From an optimization exercise on the open Yosys and OpenROAD flow, aimed at small area, a short achievable clock period and few clock cycles per item; shortcuts taken in it are not production practice. At most, simulation tests tie the RTL to the original design; equivalence was not proved.

the previous run:
// tiny_encryption_algorithm
module tiny_encryption_algorithm(
    input              clk,         
    input              rst_n,       
    input              key_valid,   
    input              ptxt_valid,  
    input      [63:0]  ptxt,        
    input      [127:0] key,         
    output     [63:0]  ctxt,        
    output reg         ctxt_ready   
);
Size: about 1600 cells after synthesis, ~260 I/O pins, about 0.014 mm^2 of cells after synthesis.
clock: 9.5 ns
lec_check: 0
abc_area: 1
cap_margin: 20
core_margin: 2
core_utilization: 55
cts_buf_list: sky130_fd_sc_hd__clkbuf_8
cts_cluster_diameter: 60
cts_cluster_size: 12
place_density: 0.7
setup_slack_margin: 5
slew_margin: 20
standard.sh (not shown) runs the stock make flow with config.mk's settings and CLKGATE_MAP_FILE= SYNTH_SCRIPT=/design/flow/synth_recipe.tcl, a recipe that flattens the netlist after the stock synthesis.
==> flow/flow/run.sh <==
#!/bin/bash
set -euo pipefail
args=()
while IFS= read -r line; do
  [[ -z "$line" || "$line" == \#* ]] && continue
  args+=("$line")
done < flow/make_vars.txt
bash standard.sh "${args[@]}" finish > standard_flow.log 2>&1
==> flow/flow/make_vars.txt <==
BUFFER_PORTS_ARGS=-buffer_cell sky130_fd_sc_hd__buf_1
CTS_ARGS=-sink_clustering_enable -repair_clock_nets -sink_clustering_size 12 -sink_clustering_max_diameter 60 -buf_list sky130_fd_sc_hd__clkbuf_8 -dont_use_dummy_load
Here is what was changed in the inputs of the current run compared with the previous run.
--- a/flow/config.mk
+++ b/flow/config.mk
@@ -11 +11 @@
-export CORE_UTILIZATION = 55
+export CORE_UTILIZATION = 40
@@ -15 +14,0 @@
-export PLACE_DENSITY = 0.7
Findings:
The current run vs. the previous run: area added between synthesis and finish went up by 1.2 points. The number of well taps in the current run is 1.4 times that in the previous run. Compared with the previous run, the current run shows a via count that is 51 lower. Looking at worst-case hold slack across the current run and the previous run, the one that comes out higher is the current run. Comparing the current run and the previous run, the lower flip-flop and latch share of the layout cell area was measured on the current run. Diff the previous run -> the current run: first-pass GRT wire length now larger, proportion of cell area occupied by multi-input gates now smaller. Taking the previous run as the reference, in the current run critical path depth went up 2, relative slew slack went down 3.1 points.
No run of this note included a check of the RTL's function; only the layout flow was run.

## orange
Another version of the RTL of tiny_encryption_algorithm (not shown whole).
Size in the first run: about 2,000 cells after synthesis, roughly 17,000 sq um of cells after synthesis.
clock: 9.5 ns
lec_check: 0
abc_area: 1
cap_margin: 20
core_margin: 2
core_utilization: 40
cts_buf_list: sky130_fd_sc_hd__clkbuf_8
cts_cluster_diameter: 60
cts_cluster_size: 12
setup_slack_margin: 5
slew_margin: 20
==> flow/flow/make_vars.txt <==
BUFFER_PORTS_ARGS=-buffer_cell sky130_fd_sc_hd__buf_1
SETUP_SLACK_MARGIN=6.3
Scripts as last shown in full above: flow/flow/run.sh
orange reached the final stage; the timing, design-rule and antenna checks on its layout passed.
For green, these inputs were changed with respect to orange:
==> flow/flow/make_vars.txt <==
BUFFER_PORTS_ARGS=-buffer_cell sky130_fd_sc_hd__buf_1
[summary]
- green finished every stage and its layout cleared the timing, design-rule and antenna checks.
- Count of clock-net buffers in the final layout ends up higher on orange.
- Across both runs, global routing met2 resource utilization was lower for green than for orange.
- Changes observed in green relative to orange: total number of nets in the final design lost about 4%; met2 wire length lost about 9%.
No run of this note included a check of the RTL's function; only the layout flow was run.

Setup of the reference run:
Another version of the RTL of tiny_encryption_algorithm (not shown whole).
For scale: roughly 2400 cells after synthesis, roughly 230 flip-flops, roughly 17000 um^2 of cells after synthesis.
clock: 9.5 ns
lec_check: 0
abc_area: 1
cap_margin: 20
core_margin: 2
core_utilization: 40
slew_margin: 20
run.sh (not shown) runs the stock make flow with config.mk's settings and CLKGATE_MAP_FILE= SYNTH_SCRIPT=/design/flow/synth_recipe.tcl, a recipe that flattens the netlist after the stock synthesis.
Stock flow here: none of the scripts above is used.
Having completed the whole flow, the reference run delivered a layout that passed the timing, design-rule and antenna checks.
Testbench counts of the reference run, summed over its fixed seeds: cycles 33,280, items 512.
Modified inputs, the trial run compared to the reference run
Settings: SETUP_SLACK_MARGIN: unset -> 5.
## What came out
Compared to the reference run, the trial run has worst slew margin relative to its limit 0.19 points higher. The reference run -> the trial run: number of instances in the placed design delta 0, exact match. The reference run → the trial run: maximum frequency has increased, sequential cell area share has decreased. In the trial run relative to the reference run, critical path depth had gone down by a few percent. Comparing buffering stage count on the worst path with inverters included for the reference run and the trial run, the bigger number came from the trial run.

## P
tiny_encryption_algorithm, a different RTL version from the one above (not shown whole).
For scale: about 2000 cells after synthesis, about 230 flip-flops, ~260 I/O pins, roughly 15000 um2 of cells after synthesis.
==> flow/config.mk <==
export PLATFORM = sky130hd
export DESIGN_NAME = tiny_encryption_algorithm
export DESIGN_NICKNAME = tiny_encryption_algorithm
export VERILOG_FILES = /design/flow/design.v
export SDC_FILE = /design/flow/constraint.sdc
export NUM_CORES = 4
export LEC_CHECK = 0
export ABC_AREA = 1
export CAP_MARGIN = 20
export CORE_MARGIN = 2
export CORE_UTILIZATION = 40
export CTS_BUF_LIST = sky130_fd_sc_hd__clkbuf_8
export CTS_CLUSTER_DIAMETER = 60
export CTS_CLUSTER_SIZE = 12
export SETUP_SLACK_MARGIN = 5
export SLEW_MARGIN = 20
==> flow/constraint.sdc <==
create_clock -name core_clock -period 9.5 [get_ports {clk}]
set_input_delay 1.9000 -clock core_clock [delete_from_list [all_inputs] [get_ports {clk}]]
set_output_delay 1.9000 -clock core_clock [all_outputs]
set_load 0.01 [all_outputs]
standard.sh (not shown) runs the stock make flow with config.mk's settings and CLKGATE_MAP_FILE= SYNTH_SCRIPT=/design/flow/synth_recipe.tcl, a recipe that flattens the netlist after the stock synthesis.
==> flow/flow/make_vars.txt <==
BUFFER_PORTS_ARGS=-buffer_cell sky130_fd_sc_hd__buf_1
CTS_ARGS=-sink_clustering_enable -repair_clock_nets -sink_clustering_size 12 -sink_clustering_max_diameter 60 -buf_list sky130_fd_sc_hd__clkbuf_8 -dont_use_dummy_load
SETUP_SLACK_MARGIN=6.0
Scripts as last shown in full above: flow/flow/run.sh
Testbench counts of P, summed over its fixed seeds: cycles 33,280, items 512.
diff inputs: P => Q
==> flow/flow/make_vars.txt <==
BUFFER_PORTS_ARGS=-buffer_cell sky130_fd_sc_hd__buf_1
CTS_ARGS=-sink_clustering_enable -repair_clock_nets -sink_clustering_size 12 -sink_clustering_max_diameter 60 -buf_list sky130_fd_sc_hd__clkbuf_8 -dont_use_dummy_load
SETUP_SLACK_MARGIN=5.25
--- outcome ---
Period utilization: lower on P. NOTE clock-buffer cell count P->Q decreased by more than 10%. Higher number of buffers added by the clock tree synthesis step among P and Q: P. Per the comparison of Q with P, number of nets in the layout went down by about 4%; number of global-route vias before repair saw a decrease; maximum frequency lower; register-to-register slack fell 0.27 ns. Summary: with P as the reference, final non-filler cell area in Q moved down by a little under 10%.
For R, these inputs were changed with respect to Q:
==> flow/flow/make_vars.txt <==
BUFFER_PORTS_ARGS=-buffer_cell sky130_fd_sc_hd__buf_1
CTS_ARGS=-sink_clustering_enable -repair_clock_nets -sink_clustering_size 12 -sink_clustering_max_diameter 60 -buf_list sky130_fd_sc_hd__clkbuf_8 -dont_use_dummy_load
SETUP_SLACK_MARGIN=5.5
Results
Diff R and Q: least setup slack across all paths after layout lower in Q. Taking Q as the reference, in R portion of the layout cell area used by non-clock buffers rose by 1.3 points, die area held, via count now sits higher. On hold slack, R and Q are basically level. Final standard cell area without fillers: R > Q. Comparing R and Q, the higher final wirelength is on R. From Q to R the numbers moved as follows: area of the placeable core saw little to no change.

static timing again, ports no longer ideal:
The flow's constraints put no driver on any port. The routed layouts listed below were extracted and timed again, unchanged, in two steps. Step 1 (the two cells are an assumption about what drives the block):
set clk [get_ports {clk}]
set_driving_cell -lib_cell sky130_fd_sc_hd__clkbuf_16 $clk
set_driving_cell -lib_cell sky130_fd_sc_hd__buf_2 [delete_from_list [all_inputs] $clk]
Step 2, shift: input delay + t, output delay - t, t = (earliest + latest rising clock arrival at the registers) / 2. This alone moves slack from input paths to output paths. Three values: no drivers, after step 1, after step 2; two values: the first two.
| run | t, ns | setup slack, ns | cell pins on the clock port's net |
|---|---|---|---|
| the previous run | 0.576 | 5.148 / 5.148 / 4.855 | 1 |
| the current run | 0.601 | 5.176 / 5.176 / 4.922 | 1 |
| orange | 0.645 | 6.120 / 6.085 / 6.120 | 1 |
| green | 0.653 | 5.578 / 5.578 / 5.578 | 1 |
| the reference run | 0.609 | 4.680 / 4.680 / 4.680 | 1 |
| the trial run | 0.607 | 5.142 / 5.142 / 5.142 | 1 |
| P | 0.641 | 5.922 / 5.929 / 5.306 | 1 |
| Q | 0.621 | 5.726 / 5.726 / 5.153 | 1 |
| R | 0.622 | 5.792 / 5.809 / 5.187 | 1 |
After both steps every run listed still meets setup and hold. The setup slack of P, which loses most, moves by +0.007 ns with the drivers and by -0.616 ns with both steps.
